From an optimization exercise on the open Yosys and OpenROAD flow, aimed at small area, a short achievable clock period and few clock cycles per item; shortcuts taken in it are not production practice.
In this exercise RTL edits were held to simulation tests only and were not proved equivalent to the original.

==> run a: inputs <==
==> flow/design.v <==
`timescale 1ns / 1ps
module top_sha(input clk,rst,byte_rdy,byte_stop,input [7:0] data_in,
					output overflow_err,output [255:0] Hash_Digest, output hashing_done
    );
	localparam [31:0] IV0 = 32'h6a09e667, IV1 = 32'hbb67ae85,
	                  IV2 = 32'h3c6ef372, IV3 = 32'ha54ff53a,
	                  IV4 = 32'h510e527f, IV5 = 32'h9b05688c,
	                  IV6 = 32'h1f83d9ab, IV7 = 32'h5be0cd19;
	reg [5:0] len;           
	reg       stp;           
	reg [6:0] lcnt;          
	reg       kst;           
	reg       rv;            
	reg       rlast;         
	reg       done_r;
	reg       ovf_r;
	reg [31:0] abuf;         
	reg       wrdy;          
	reg [31:0] w0,w1,w2,w3,w4,w5,w6,w7,w8,w9,w10,w11,w12,w13,w14,w15;
	reg [31:0] KW;
	reg [31:0] a,b,c,d,e,f,g,h;
	wire [5:0] len_nx = len + 6'd1;
	wire ld_msg = wrdy;
	wire ld_pad = stp & ~lcnt[6];
	wire ld     = ld_msg | ld_pad;
	reg [31:0] padw;
	always @(*) begin
		case (len[1:0])
			2'd0: padw = 32'h80000000;
			2'd1: padw = {abuf[7:0], 24'h800000};
			2'd2: padw = {abuf[15:0], 16'h8000};
			default: padw = {abuf[23:0], 8'h80};
		endcase
	end
	wire [31:0] s0w = {w1[6:0],w1[31:7]} ^ {w1[17:0],w1[31:18]} ^ (w1 >> 3);
	wire [31:0] s1w = {w14[16:0],w14[31:17]} ^ {w14[18:0],w14[31:19]} ^ (w14 >> 10);
	wire [31:0] wexp = s1w + w9 + s0w + w0;
	reg [31:0] wnew;
	always @(*) begin
		if (!stp)
			wnew = abuf;
		else if (lcnt[6:4] != 3'd0)
			wnew = wexp;
		else if (lcnt[3:0] == len[5:2])
			wnew = padw;
		else if (lcnt[3:0] == 4'd15)
			wnew = {23'd0, len, 3'd0};
		else
			wnew = 32'd0;
	end
	reg [31:0] K;
	always @(*) begin
		case (lcnt[5:0])
			6'd1: K = 32'h428a2f98; 6'd2: K = 32'h71374491; 6'd3: K = 32'hb5c0fbcf; 6'd4: K = 32'he9b5dba5;
			6'd5: K = 32'h3956c25b; 6'd6: K = 32'h59f111f1; 6'd7: K = 32'h923f82a4; 6'd8: K = 32'hab1c5ed5;
			6'd9: K = 32'hd807aa98; 6'd10: K = 32'h12835b01; 6'd11: K = 32'h243185be; 6'd12: K = 32'h550c7dc3;
			6'd13: K = 32'h72be5d74; 6'd14: K = 32'h80deb1fe; 6'd15: K = 32'h9bdc06a7; 6'd16: K = 32'hc19bf174;
			6'd17: K = 32'he49b69c1; 6'd18: K = 32'hefbe4786; 6'd19: K = 32'h0fc19dc6; 6'd20: K = 32'h240ca1cc;
			6'd21: K = 32'h2de92c6f; 6'd22: K = 32'h4a7484aa; 6'd23: K = 32'h5cb0a9dc; 6'd24: K = 32'h76f988da;
			6'd25: K = 32'h983e5152; 6'd26: K = 32'ha831c66d; 6'd27: K = 32'hb00327c8; 6'd28: K = 32'hbf597fc7;
			6'd29: K = 32'hc6e00bf3; 6'd30: K = 32'hd5a79147; 6'd31: K = 32'h06ca6351; 6'd32: K = 32'h14292967;
			6'd33: K = 32'h27b70a85; 6'd34: K = 32'h2e1b2138; 6'd35: K = 32'h4d2c6dfc; 6'd36: K = 32'h53380d13;
			6'd37: K = 32'h650a7354; 6'd38: K = 32'h766a0abb; 6'd39: K = 32'h81c2c92e; 6'd40: K = 32'h92722c85;
			6'd41: K = 32'ha2bfe8a1; 6'd42: K = 32'ha81a664b; 6'd43: K = 32'hc24b8b70; 6'd44: K = 32'hc76c51a3;
			6'd45: K = 32'hd192e819; 6'd46: K = 32'hd6990624; 6'd47: K = 32'hf40e3585; 6'd48: K = 32'h106aa070;
			6'd49: K = 32'h19a4c116; 6'd50: K = 32'h1e376c08; 6'd51: K = 32'h2748774c; 6'd52: K = 32'h34b0bcb5;
			6'd53: K = 32'h391c0cb3; 6'd54: K = 32'h4ed8aa4a; 6'd55: K = 32'h5b9cca4f; 6'd56: K = 32'h682e6ff3;
			6'd57: K = 32'h748f82ee; 6'd58: K = 32'h78a5636f; 6'd59: K = 32'h84c87814; 6'd60: K = 32'h8cc70208;
			6'd61: K = 32'h90befffa; 6'd62: K = 32'ha4506ceb; 6'd63: K = 32'hbef9a3f7; default: K = 32'hc67178f2;
		endcase
	end
	wire [31:0] S0 = {a[1:0],a[31:2]} ^ {a[12:0],a[31:13]} ^ {a[21:0],a[31:22]};
	wire [31:0] S1 = {e[5:0],e[31:6]} ^ {e[10:0],e[31:11]} ^ {e[24:0],e[31:25]};
	wire [31:0] MJ = (a & b) | (c & (a | b));
	wire [31:0] CH = (e & f) | (~e & g);
	wire [31:0] a_nx = S0 + MJ + KW + S1 + CH;
	wire [31:0] e_nx = d + S1 + CH + KW;
	always @(posedge clk) begin
		if (!rst) begin
			len <= 6'd0;
			stp <= 1'b0;
			lcnt <= 7'd0;
			kst <= 1'b0;
			rv <= 1'b0;
			rlast <= 1'b0;
			done_r <= 1'b0;
			ovf_r <= 1'b0;
			wrdy <= 1'b0;
		end else begin
			wrdy <= byte_rdy & (len[1:0] == 2'd3);
			if (byte_rdy) begin
				len <= len_nx;
				abuf <= {abuf[23:0], data_in};
			end
			if (byte_stop) stp <= 1'b1;
			ovf_r <= ((byte_rdy ? len_nx : len) == 6'd55) & ~byte_stop;
			if (ld) lcnt <= lcnt + 7'd1;
			kst <= ld;
			rv <= kst;
			if (kst) begin
				KW <= K + w15 + (rv ? g : h);
				rlast <= lcnt[6];
			end
			if (rv & rlast) done_r <= 1'b1;
		end
	end
	always @(posedge clk) begin
		if (ld) begin
			w0 <= w1; w1 <= w2; w2 <= w3; w3 <= w4; w4 <= w5; w5 <= w6; w6 <= w7; w7 <= w8;
			w8 <= w9; w9 <= w10; w10 <= w11; w11 <= w12; w12 <= w13; w13 <= w14; w14 <= w15;
			w15 <= wnew;
		end
	end
	always @(posedge clk) begin
		if (!rst) begin
			a <= IV0; b <= IV1; c <= IV2; d <= IV3;
			e <= IV4; f <= IV5; g <= IV6; h <= IV7;
		end else if (rv) begin
			a <= a_nx; b <= a; c <= b; d <= c;
			e <= e_nx; f <= e; g <= f; h <= g;
		end
	end
	assign Hash_Digest = {a + IV0, b + IV1, c + IV2, d + IV3,
	                      e + IV4, f + IV5, g + IV6, h + IV7};
	assign hashing_done = done_r;
	assign overflow_err = ovf_r;
endmodule
==> flow/run.sh <==
#!/bin/bash
# synth_recipe.tcl (not shown) runs the flow's synth.tcl, then flattens the netlist and writes it again
# the make line also repeats each setting of config.mk as NAME=value (left out here)
make -C /OpenROAD-flow-scripts/flow DESIGN_CONFIG=/design/flow/config.mk WORK_HOME=/design/flow/orfs CLKGATE_MAP_FILE= SYNTH_SCRIPT=/design/flow/synth_recipe.tcl finish
==> flow/config.mk <==
export PLATFORM = sky130hd
export DESIGN_NAME = top_sha
export DESIGN_NICKNAME = top_sha
export VERILOG_FILES = /design/flow/design.v
export SDC_FILE = /design/flow/constraint.sdc
export NUM_CORES = 4
export LEC_CHECK = 0
export CAP_MARGIN = 20
export CORE_MARGIN = 2
export CORE_UTILIZATION = 40
export SETUP_SLACK_MARGIN = 4.0
export SLEW_MARGIN = 20
==> flow/constraint.sdc <==
create_clock -name core_clock -period 8.0 [get_ports {clk}]
set_input_delay 1.6000 -clock core_clock [delete_from_list [all_inputs] [get_ports {clk}]]
set_output_delay 1.6000 -clock core_clock [all_outputs]
set_load 0.01 [all_outputs]
==> run b (differences from run a) <==
Settings changed: SETUP_SLACK_MARGIN 4.0 to 4.6.
==> run c (differences from run a) <==
--- a/flow/design.v
+++ b/flow/design.v
@@ -14,13 +14,12 @@
 	reg       rlast;         
 	reg       done_r;
 	reg       ovf_r;
-	reg [31:0] abuf;         
-	reg       wrdy;          
+	reg [23:0] abuf;         
 	reg [31:0] w0,w1,w2,w3,w4,w5,w6,w7,w8,w9,w10,w11,w12,w13,w14,w15;
 	reg [31:0] KW;
 	reg [31:0] a,b,c,d,e,f,g,h;
 	wire [5:0] len_nx = len + 6'd1;
-	wire ld_msg = wrdy;
+	wire ld_msg = byte_rdy & (len[1:0] == 2'd3);
 	wire ld_pad = stp & ~lcnt[6];
 	wire ld     = ld_msg | ld_pad;
 	reg [31:0] padw;
@@ -38,7 +37,7 @@
 	reg [31:0] wnew;
 	always @(*) begin
 		if (!stp)
-			wnew = abuf;
+			wnew = {abuf, data_in};
 		else if (lcnt[6:4] != 3'd0)
 			wnew = wexp;
 		else if (lcnt[3:0] == len[5:2])
@@ -73,8 +72,8 @@
 	wire [31:0] S1 = {e[5:0],e[31:6]} ^ {e[10:0],e[31:11]} ^ {e[24:0],e[31:25]};
 	wire [31:0] MJ = (a & b) | (c & (a | b));
 	wire [31:0] CH = (e & f) | (~e & g);
-	wire [31:0] a_nx = S0 + MJ + KW + S1 + CH;
-	wire [31:0] e_nx = d + S1 + CH + KW;
+	wire [31:0] a_nx = S0 + MJ + h + KW + S1 + CH;
+	wire [31:0] e_nx = d + S1 + CH + h + KW;
 	always @(posedge clk) begin
 		if (!rst) begin
 			len <= 6'd0;
@@ -85,12 +84,10 @@
 			rlast <= 1'b0;
 			done_r <= 1'b0;
 			ovf_r <= 1'b0;
-			wrdy <= 1'b0;
 		end else begin
-			wrdy <= byte_rdy & (len[1:0] == 2'd3);
 			if (byte_rdy) begin
 				len <= len_nx;
-				abuf <= {abuf[23:0], data_in};
+				abuf <= {abuf[15:0], data_in};
 			end
 			if (byte_stop) stp <= 1'b1;
 			ovf_r <= ((byte_rdy ? len_nx : len) == 6'd55) & ~byte_stop;
@@ -98,7 +95,7 @@
 			kst <= ld;
 			rv <= kst;
 			if (kst) begin
-				KW <= K + w15 + (rv ? g : h);
+				KW <= K + w15;
 				rlast <= lcnt[6];
 			end
 			if (rv & rlast) done_r <= 1'b1;
Settings changed: SETUP_SLACK_MARGIN 4.0 to unset.
==> run summary <==
Outcome: run c finished clean; run b finished clean; run a finished clean
Post-detailed-route wirelength per cell: run c 23.35 microns; run b 24.76 microns; run a 24.33 microns
Hold Crit Endpoint: run c w12[18]$_DFFE_PN_; run b w9[22]$_DFFE_PN_; run a w11[14]$_DFFE_PN_
Yosys top cell area share: run c 0.3287; run b 0.3359; run a 0.3359
Minimum hold slack: run c 347.3 ps; run b 408.2 ps; run a 395.9 ps
Syn Std Cell Area: run c 51,890 sq um; run b 51,490 sq um; run a 51,490 sq um
Antenna violations before repair: run c 5; run b 9; run a 12
CTS Buf Count: run c 97; run b 94; run a 95
Initial core utilization: run c 0.4018; run b 0.4033; run a 0.4033
Final Skew: run c 79.37 ps; run b 50.28 ps; run a 57.43 ps
Area of the multi-input gates: run c 25,660 sq um; run b 31,890 sq um; run a 30,510 sq um
Total routed wirelength: run c 159,200 microns; run b 177,400 microns; run a 172,100 microns
Floorplan die width: run c 364.2 microns; run b 362.8 microns; run a 362.8 microns
Multi-input combinational area share: run c 0.4319; run b 0.4543; run a 0.4520
Worst-case setup slack after placement: run c 1819 ps; run b 2602 ps; run a 2546 ps
Fraction of the mapped netlist area in adder cells: run c 0.1480; run b 0.1390; run a 0.1390
Count of cell types in the netlist: run c 93; run b 104; run a 104
Overall die height: run c 364.2 microns; run b 362.8 microns; run a 362.8 microns
Testbench counts of run a, summed over its fixed seeds: cycles 34,019, items 384.
Testbench counts of run b, summed over its fixed seeds: cycles 34,019, items 384.
Testbench counts of run c, summed over its fixed seeds: cycles 34,019, items 384.

==> job 135: inputs <==
Another version of the RTL of top_sha (not shown whole).
export LEC_CHECK = 0
export ABC_AREA = 1
export CAP_MARGIN = 20
export CORE_MARGIN = 2
export CORE_UTILIZATION = 40
export CTS_BUF_LIST = sky130_fd_sc_hd__clkbuf_4 sky130_fd_sc_hd__clkbuf_8
export CTS_CLUSTER_SIZE = 30
export SETUP_SLACK_MARGIN = 4.3
export SLEW_MARGIN = 20
create_clock -name core_clock -period 8.0 [get_ports {clk}]
standard.sh (not shown) runs the stock make flow with config.mk's settings and CLKGATE_MAP_FILE= SYNTH_SCRIPT=/design/flow/synth_recipe.tcl, a recipe that flattens the netlist after the stock synthesis.
==> flow/flow/run.sh <==
#!/bin/bash
# Standard layout, with the smallest buffer on the ports.
set -euo pipefail
export BUFFER_PORTS_ARGS="-buffer_cell sky130_fd_sc_hd__buf_1"
bash standard.sh > standard_make.log 2>&1
==> inputs of job 7992, as changes to job 135 <==
==> flow/design.v (replaced) <==
`timescale 1ns / 1ps
module top_sha(input clk,rst,byte_rdy,byte_stop,input [7:0] data_in,
					output overflow_err,output [255:0] Hash_Digest, output hashing_done
    );
	localparam [31:0] IV0 = 32'h6a09e667, IV1 = 32'hbb67ae85,
	                  IV2 = 32'h3c6ef372, IV3 = 32'ha54ff53a,
	                  IV4 = 32'h510e527f, IV5 = 32'h9b05688c,
	                  IV6 = 32'h1f83d9ab, IV7 = 32'h5be0cd19;
	function [31:0] csa_s;
		input [31:0] x, y, z;
		csa_s = x ^ y ^ z;
	endfunction
	function [31:0] csa_c;
		input [31:0] x, y, z;
		csa_c = {((x & y) | (z & (x | y))), 1'b0} ;
	endfunction
	reg [5:0] len;           
	reg       stp;           
	reg [6:0] lcnt;          
	reg [5:0] kidx;          
	reg       kst;           
	reg       ev;            
	reg       av;            
	reg       elast;         
	reg       alast;         
	reg       done_r;
	reg       ovf_r;
	reg [31:0] w1,w2,w3,w4,w5,w6,w7,w8,w9,w10,w11,w12,w13,w14,w15;
	reg [31:0] X;            
	reg [31:0] KW;           
	reg [31:0] T1;           
	reg [31:0] a,b,c,d,e,f,g,h;
	wire [5:0] len_nx = len + 6'd1;
	wire ld_msg = byte_rdy & (len[1:0] == 2'd3);
	wire ld_pad = (stp | byte_stop) & ~lcnt[6];
	wire ld     = ld_msg | ld_pad;
	wire sh     = (byte_rdy & (len[1:0] == 2'd0) & (len != 6'd0)) |
	              (ld_pad & ~((lcnt == {3'd0, len[5:2]}) & (len[1:0] != 2'd0)));
	reg [31:0] padw;
	always @(*) begin
		case (len[1:0])
			2'd0: padw = 32'h80000000;
			2'd1: padw = {w15[7:0], 24'h800000};
			2'd2: padw = {w15[15:0], 16'h8000};
			default: padw = {w15[23:0], 8'h80};
		endcase
	end
	wire [31:0] s0w = {w2[6:0],w2[31:7]} ^ {w2[17:0],w2[31:18]} ^ (w2 >> 3);
	wire [31:0] s1w = {w15[16:0],w15[31:17]} ^ {w15[18:0],w15[31:19]} ^ (w15 >> 10);
	wire [31:0] xs1 = csa_s(w10, w1, s0w);
	wire [31:0] xc1 = csa_c(w10, w1, s0w);
	wire [31:0] wexp = csa_s(xs1, xc1, s1w) + csa_c(xs1, xc1, s1w);
	reg [31:0] wnew;
	always @(*) begin
		if (byte_rdy)
			wnew = {w15[23:0], data_in};
		else if (lcnt[6:4] != 3'd0)
			wnew = X;
		else if (lcnt[3:0] == len[5:2])
			wnew = padw;
		else if (lcnt[3:0] == 4'd15)
			wnew = {23'd0, len, 3'd0};
		else
			wnew = 32'd0;
	end
	reg [31:0] K;
	always @(*) begin
		case (kidx)
			6'd0: K = 32'h428a2f98; 6'd1: K = 32'h71374491; 6'd2: K = 32'hb5c0fbcf; 6'd3: K = 32'he9b5dba5;
			6'd4: K = 32'h3956c25b; 6'd5: K = 32'h59f111f1; 6'd6: K = 32'h923f82a4; 6'd7: K = 32'hab1c5ed5;
			6'd8: K = 32'hd807aa98; 6'd9: K = 32'h12835b01; 6'd10: K = 32'h243185be; 6'd11: K = 32'h550c7dc3;
			6'd12: K = 32'h72be5d74; 6'd13: K = 32'h80deb1fe; 6'd14: K = 32'h9bdc06a7; 6'd15: K = 32'hc19bf174;
			6'd16: K = 32'he49b69c1; 6'd17: K = 32'hefbe4786; 6'd18: K = 32'h0fc19dc6; 6'd19: K = 32'h240ca1cc;
			6'd20: K = 32'h2de92c6f; 6'd21: K = 32'h4a7484aa; 6'd22: K = 32'h5cb0a9dc; 6'd23: K = 32'h76f988da;
			6'd24: K = 32'h983e5152; 6'd25: K = 32'ha831c66d; 6'd26: K = 32'hb00327c8; 6'd27: K = 32'hbf597fc7;
			6'd28: K = 32'hc6e00bf3; 6'd29: K = 32'hd5a79147; 6'd30: K = 32'h06ca6351; 6'd31: K = 32'h14292967;
			6'd32: K = 32'h27b70a85; 6'd33: K = 32'h2e1b2138; 6'd34: K = 32'h4d2c6dfc; 6'd35: K = 32'h53380d13;
			6'd36: K = 32'h650a7354; 6'd37: K = 32'h766a0abb; 6'd38: K = 32'h81c2c92e; 6'd39: K = 32'h92722c85;
			6'd40: K = 32'ha2bfe8a1; 6'd41: K = 32'ha81a664b; 6'd42: K = 32'hc24b8b70; 6'd43: K = 32'hc76c51a3;
			6'd44: K = 32'hd192e819; 6'd45: K = 32'hd6990624; 6'd46: K = 32'hf40e3585; 6'd47: K = 32'h106aa070;
			6'd48: K = 32'h19a4c116; 6'd49: K = 32'h1e376c08; 6'd50: K = 32'h2748774c; 6'd51: K = 32'h34b0bcb5;
			6'd52: K = 32'h391c0cb3; 6'd53: K = 32'h4ed8aa4a; 6'd54: K = 32'h5b9cca4f; 6'd55: K = 32'h682e6ff3;
			6'd56: K = 32'h748f82ee; 6'd57: K = 32'h78a5636f; 6'd58: K = 32'h84c87814; 6'd59: K = 32'h8cc70208;
			6'd60: K = 32'h90befffa; 6'd61: K = 32'ha4506ceb; 6'd62: K = 32'hbef9a3f7; 6'd63: K = 32'h177fcb71;
		endcase
	end
	wire [31:0] hsel = ev ? g : h;
	wire [31:0] ks1 = csa_s(K, w15, hsel);
	wire [31:0] kc1 = csa_c(K, w15, hsel);
	wire [31:0] kw_nx = ks1 + kc1;
	wire [31:0] S0 = {a[1:0],a[31:2]} ^ {a[12:0],a[31:13]} ^ {a[21:0],a[31:22]};
	wire [31:0] S1 = {e[5:0],e[31:6]} ^ {e[10:0],e[31:11]} ^ {e[24:0],e[31:25]};
	wire [31:0] MJ = (a & b) | (c & (a | b));
	wire [31:0] CH = (e & f) | (~e & g);
	wire [31:0] dsel = av ? c : d;
	wire [31:0] us = csa_s(KW, CH, S1);
	wire [31:0] uc = csa_c(KW, CH, S1);
	wire [31:0] e_nx  = csa_s(us, uc, dsel) + csa_c(us, uc, dsel);
	wire [31:0] t1k = elast ? 32'h18fb93e8 : 32'd0;
	wire [31:0] t1_nx = csa_s(us, uc, t1k) + csa_c(us, uc, t1k);
	wire [31:0] a_nx  = csa_s(S0, MJ, T1) + csa_c(S0, MJ, T1);
	always @(posedge clk) begin
		if (!rst) begin
			len <= 6'd0;
			stp <= 1'b0;
			lcnt <= 7'd0;
			kidx <= 6'd0;
			kst <= 1'b0;
			ev <= 1'b0;
			av <= 1'b0;
			elast <= 1'b0;
			alast <= 1'b0;
			done_r <= 1'b0;
			ovf_r <= 1'b0;
		end else begin
			if (byte_rdy) begin
				len <= len_nx;
			end
			if (byte_stop) stp <= 1'b1;
			ovf_r <= ((byte_rdy ? len_nx : len) == 6'd55) & ~byte_stop;
			if (ld) lcnt <= lcnt + 7'd1;
			kst <= ld;
			ev <= kst;
			av <= ev;
			if (kst) begin
				kidx <= kidx + 6'd1;
				elast <= (kidx == 6'd63);
			end
			if (ev) alast <= elast;
			if (av & alast) done_r <= 1'b1;
		end
	end
	always @(posedge clk) begin
		KW <= kw_nx;
		T1 <= t1_nx;
		X <= wexp;
	end
	always @(posedge clk) begin
		if (sh) begin
			w1 <= w2; w2 <= w3; w3 <= w4; w4 <= w5; w5 <= w6; w6 <= w7; w7 <= w8;
			w8 <= w9; w9 <= w10; w10 <= w11; w11 <= w12; w12 <= w13; w13 <= w14; w14 <= w15;
		end
		if (byte_rdy | ld_pad)
			w15 <= wnew;
	end
	always @(posedge clk) begin
		if (!rst) begin
			a <= IV0; b <= IV1; c <= IV2; d <= IV3;
			e <= IV4; f <= IV5; g <= IV6; h <= IV7;
		end else begin
			if (av) begin
				a <= a_nx;
				if (alast) begin
					b <= a + IV1; c <= b + IV2; d <= c + IV3;
				end else begin
					b <= a; c <= b; d <= c;
				end
			end
			if (ev) begin
				e <= e_nx;
				if (elast) begin
					f <= e + IV5; g <= f + IV6; h <= g + IV7;
				end else begin
					f <= e; g <= f; h <= g;
				end
			end
		end
	end
	assign Hash_Digest = {a, b, c, d, e, f, g, h};
	assign hashing_done = done_r;
	assign overflow_err = ovf_r;
endmodule
- CTS_BUF_LIST: sky130_fd_sc_hd__clkbuf_4 sky130_fd_sc_hd__clkbuf_8 -> default
- CTS_CLUSTER_SIZE: 30 -> default
==> inputs of job 2698, as changes to job 135 <==
- CTS_BUF_LIST: sky130_fd_sc_hd__clkbuf_4 sky130_fd_sc_hd__clkbuf_8 -> default
- CTS_CLUSTER_SIZE: 30 -> default
- SETUP_SLACK_MARGIN: 4.3 -> 4.2
==> inputs of job 877, as changes to job 135 <==
- CTS_BUF_LIST: sky130_fd_sc_hd__clkbuf_4 sky130_fd_sc_hd__clkbuf_8 -> default
- CTS_CLUSTER_SIZE: 30 -> default
- TNS_END_PERCENT: default -> 5
==> run summary <==
- Job 7992 produced a clean layout. Job 877 ran to the end with no violations. Job 135 completed without violations. Job 2698 finished with timing, DRC and antenna clean.
- Final cell count: job 2698 < job 877 < job 135 < job 7992.
- Of job 2698 and job 7992, job 7992 has the higher synthesized cell count (gap about 21%, measured against job 7992).
- In job 7992 the global-route usage is higher than in job 2698, by 2.4 points.
- Clock skew: job 877 < job 2698 < job 7992 < job 135.
==> figures <==
|  | job 2698 | job 135 | job 7992 | job 877 |
|---|---|---|---|---|
| Final period utilization | 47.05% | 45.90% | 45.97% | 47.16% |
| Buffer share of cell area | 3.452% | 4.110% | 3.363% | 3.709% |
| Top layer used by detailed routing | met5 | met4 | met5 | met4 |
| Routability cong. | 0.9876 | 0.9876 | 0.9912 | 0.9876 |
| Met2 global-route usage | 41.06% | 40.90% | 45.20% | 40.85% |
| Clock buffer count in the final layout | 126 | 213 | 126 | 126 |
| Post-CTS clock slew at the launch and capture registers of the worst setup and hold paths | 60 ps | 70 ps | 60 ps | 60 ps |
| Number of standard cells after synthesis | 5428 | 5428 | 6905 | 5428 |
| Outcome | no timing/DRC/antenna violations | no timing/DRC/antenna violations | no timing/DRC/antenna violations | no timing/DRC/antenna violations |
| Share of post-route cells with drive strength above 1 | 9.179% | 13.50% | 9.674% | 9.876% |
Testbench counts of job 135, summed over its fixed seeds: cycles 35,171, items 384.
Testbench counts of job 7992, summed over its fixed seeds: cycles 34,019, items 384.
Testbench counts of job 2698, summed over its fixed seeds: cycles 35,171, items 384.
Testbench counts of job 877, summed over its fixed seeds: cycles 35,171, items 384.

==> separate check: timing with driven ports <==
No port has a modelled driver above. Below, the same layouts with a new extraction and two added sets of constraints. Step 1, drivers: a clkbuf_16 drives clk and a buf_2 each remaining input, both assumed. Step 2 adds t to the input delays and takes it off the output delays; t is the mean of the earliest and latest rising clock arrival at the registers after step 1. Input paths then give back, and output paths get back, about the clock's delay inside the block. Slacks: no drivers / after step 1 / after step 2; pairs: no drivers / after step 1.
| run | t, ns | setup WS [ns] | slew at the worst register clock pin (ns) |
|---|---|---|---|
| run a | 0.762 | 3.071 / 2.998 / 3.254 | 0.07 / 0.07 |
| run b | 0.764 | 3.046 / 2.972 / 3.195 | 0.08 / 0.08 |
| run c | 0.787 | 1.166 / 1.089 / 1.592 | 0.07 / 0.07 |
| job 135 | 0.945 | 4.328 / 4.328 / 3.466 | 0.08 / 0.08 |
| job 7992 | 0.806 | 4.322 / 4.322 / 3.586 | 0.07 / 0.07 |
| job 2698 | 0.785 | 4.236 / 4.236 / 3.553 | 0.07 / 0.07 |
| job 877 | 0.788 | 4.227 / 4.227 / 3.609 | 0.07 / 0.07 |
After both steps every run listed still meets setup and hold. For job 135, which loses most, drivers alone change the setup slack by 0.000 ns; drivers and shift together by -0.862 ns.
